Background: an optimization exercise with open tools, aiming at small area and a short achievable clock period. Do not read the settings as production practice.
No activity file was given, so power comes from the tool's default toggle rates.

## JK
## SCPU
module SCPU(clk, rst_n, in_valid, instruction, MEM_out, busy, out_valid, out0, out1, out2, out3, out4, out5, out6, out7, out8, out9, out10, out11, out12, out13, out14, out15, WEN, ADDR, MEM_in);
input clk, rst_n, in_valid;
input [18:0] instruction;
input [15:0] MEM_out;
output busy, out_valid, WEN;
output [12:0] ADDR;
output [15:0] MEM_in;
output reg [15:0] out0, out1, out2, out3, out4, out5, out6, out7, out8, out9, out10, out11, out12, out13, out14, out15;
assign busy = 1'b0;
wire [15:0] rdA, rdB;
wire [7:0] alo_n;
wire ac8_n;
wire [4:0] ahp1_n;
scpu_s1 u_s1(.r({out15, out14, out13, out12, out11, out10, out9, out8, out7, out6, out5, out4, out3, out2, out1, out0}), .ins(instruction), .rda(rdA), .rdb(rdB), .alo(alo_n), .ac8(ac8_n), .ahp1(ahp1_n));
reg v1, wen_r;
reg [2:0] op1;
reg [11:0] f1;
reg [15:0] A, B;
reg [7:0] alo_r;
reg ac8_r;
reg [4:0] ahp1_r;
always @(posedge clk or negedge rst_n)
  if (!rst_n) begin v1 <= 1'b0; wen_r <= 1'b1; end
  else begin v1 <= in_valid; wen_r <= ~(in_valid & (instruction[18:16] == 3'd5)); end
always @(posedge clk) begin
  op1 <= instruction[18:16];
  f1 <= instruction[11:0];
  A <= rdA;
  B <= rdB;
  alo_r <= alo_n;
  ac8_r <= ac8_n;
  ahp1_r <= ahp1_n;
end
assign WEN = wen_r;
assign ADDR = {ac8_r ? ahp1_r : A[12:8], alo_r};
assign MEM_in = B;
wire [61:0] mrow;
wire [15:0] r1_n;
wire r2b_n;
  ...
Size in the first run: ~410 flip-flops, roughly 330 I/O pins, ~0.032 sq mm of cells after synthesis.
Settings: LEC_CHECK=0, ABC_AREA=1, CAP_MARGIN=20, CORE_MARGIN=2, CORE_UTILIZATION=40, SETUP_SLACK_MARGIN=5, SLEW_MARGIN=20, SYNTH_HIERARCHICAL=1, SYNTH_MINIMUM_KEEP_SIZE=0; clock period 8.0 ns.
standard.sh (not shown) runs the stock make flow with config.mk's settings and CLKGATE_MAP_FILE= SYNTH_SCRIPT=/design/flow/synth_recipe.tcl, a recipe that flattens the netlist after the stock synthesis.
==> flow/flow/run.sh <==
#!/bin/bash
set -euo pipefail
bash standard.sh "BUFFER_PORTS_ARGS=-buffer_cell sky130_fd_sc_hd__buf_1" finish > standard.log 2>&1
JK finished end to end and its layout was clean on timing, DRC and antenna.
Changes in MS relative to JK:
- clearing SYNTH_HIERARCHICAL, which used to be 1
- clearing SYNTH_MINIMUM_KEEP_SIZE, which used to be 0
Notes after the runs:
- JK -> MS: total wirelength of the detailed-routed design increased by more than 10%
- MS vs JK: multi-input gate share of total cell area down in MS
- Summary: with JK as the reference, top achievable clock speed in MS moved down by a few percent.
- Final setup slack of the worst path sits lower in MS than in JK.
- Note that the filler cell count in the final layout recorded for MS amounts to 0.879 times the value seen in JK.
- Taking JK as the reference, in MS critical path buffer and inverter count higher; fraction of area in registers picked up an extra 1.4 points.
- Proportion of synthesized flip-flops having asynchronous set or reset up 0.15 points in MS wrt JK
No run of this note included a check of the RTL's function; only the layout flow was run.

========
lane 1:
Another version of the RTL of SCPU (not shown whole).
For scale: about 4000 cells after synthesis, roughly 440 flip-flops, roughly 330 I/O pins, roughly 30000 µm² of cells after synthesis.
==> flow/config.mk <==
export PLATFORM = sky130hd
export DESIGN_NAME = SCPU
export DESIGN_NICKNAME = SCPU
export VERILOG_FILES = /design/flow/design.v
export SDC_FILE = /design/flow/constraint.sdc
export NUM_CORES = 8
export LEC_CHECK = 0
export ABC_AREA = 1
export CAP_MARGIN = 10
export CORE_MARGIN = 2
export CORE_UTILIZATION = 40
export CTS_CLUSTER_DIAMETER = 100
export CTS_CLUSTER_SIZE = 25
export SETUP_SLACK_MARGIN = 4.6
export SLEW_MARGIN = 10
export TNS_END_PERCENT = 20
==> flow/constraint.sdc <==
create_clock -name core_clock -period 8.0 [get_ports {clk}]
set_input_delay 1.6000 -clock core_clock [delete_from_list [all_inputs] [get_ports {clk}]]
set_output_delay 1.6000 -clock core_clock [all_outputs]
set_load 0.01 [all_outputs]
Scripts as last shown in full above: flow/flow/run.sh
Lane 1 finished end to end and its layout was clean on timing, DRC and antenna.
For lane 2, these inputs were changed with respect to lane 1:
# lane 1
export LEC_CHECK = 0
export ABC_AREA = 1
export CAP_MARGIN = 10
export CORE_MARGIN = 2
export CORE_UTILIZATION = 40
export CTS_CLUSTER_DIAMETER = 100
export CTS_CLUSTER_SIZE = 25
export SETUP_SLACK_MARGIN = 4.6
export SLEW_MARGIN = 10
export TNS_END_PERCENT = 20
create_clock -name core_clock -period 8.0 [get_ports {clk}]
# lane 2
export LEC_CHECK = 0
export ABC_AREA = 1
export CAP_MARGIN = 10
export CORE_MARGIN = 2
export CORE_UTILIZATION = 40
export CTS_CLUSTER_DIAMETER = 100
export CTS_CLUSTER_SIZE = 25
export SETUP_SLACK_MARGIN = 5
export SLEW_MARGIN = 10
export TNS_END_PERCENT = 20
create_clock -name core_clock -period 8.0 [get_ports {clk}]
[summary]
Relative to lane 1, the overall power of the completed layout measured on lane 2 has increased by a few percent. | final period demand of the worst path | lane 2 vs lane 1 | 0.31 ns lower |. Lane 1 → lane 2: post-route cell area has increased; count of hold buffers inserted by post-cts repair has remained practically unchanged; non-clock buffer count has increased. sky130_fd_sc_hd__dfxtp_4 as the slowest cell on the critical path was reported by lane 2, and sky130_fd_sc_hd__dfxtp_1 by lane 1.
Function was not checked in any run of this note: the RTL went through the layout flow alone.

port drivers added, routing unchanged:
The results above use ideal ports. As a check the final layouts listed here were re-extracted and re-timed, cells and wires unchanged. Step 1: set_driving_cell puts a clkbuf_16 on clk and a buf_2 on each other input, an assumption about the parent block. Step 2 also shifts input and output timing later by t, the mid clock arrival at the registers, as if the neighbouring blocks saw the same clock. a / b / c = no drivers / after step 1 / after step 2; a / b = the first two.
run | t, ns | setup slack, ns | worst setup path at the end | clock arrival spread, ns
JK | 0.675 | 4.642 / 4.626 / 3.951 | input to register | 0.022 / 0.023
MS | 0.682 | 4.522 / 4.448 / 3.766 | input to register | 0.045 / 0.044
lane 1 | 0.695 | 4.443 / 4.370 / 3.873 | input to register | 0.059 / 0.060
lane 2 | 0.696 | 4.758 / 4.683 / 4.180 | input to register | 0.060 / 0.060
After both steps every run listed still meets setup and hold. For MS, which loses most, drivers alone change the setup slack by -0.074 ns; drivers and shift together by -0.756 ns.
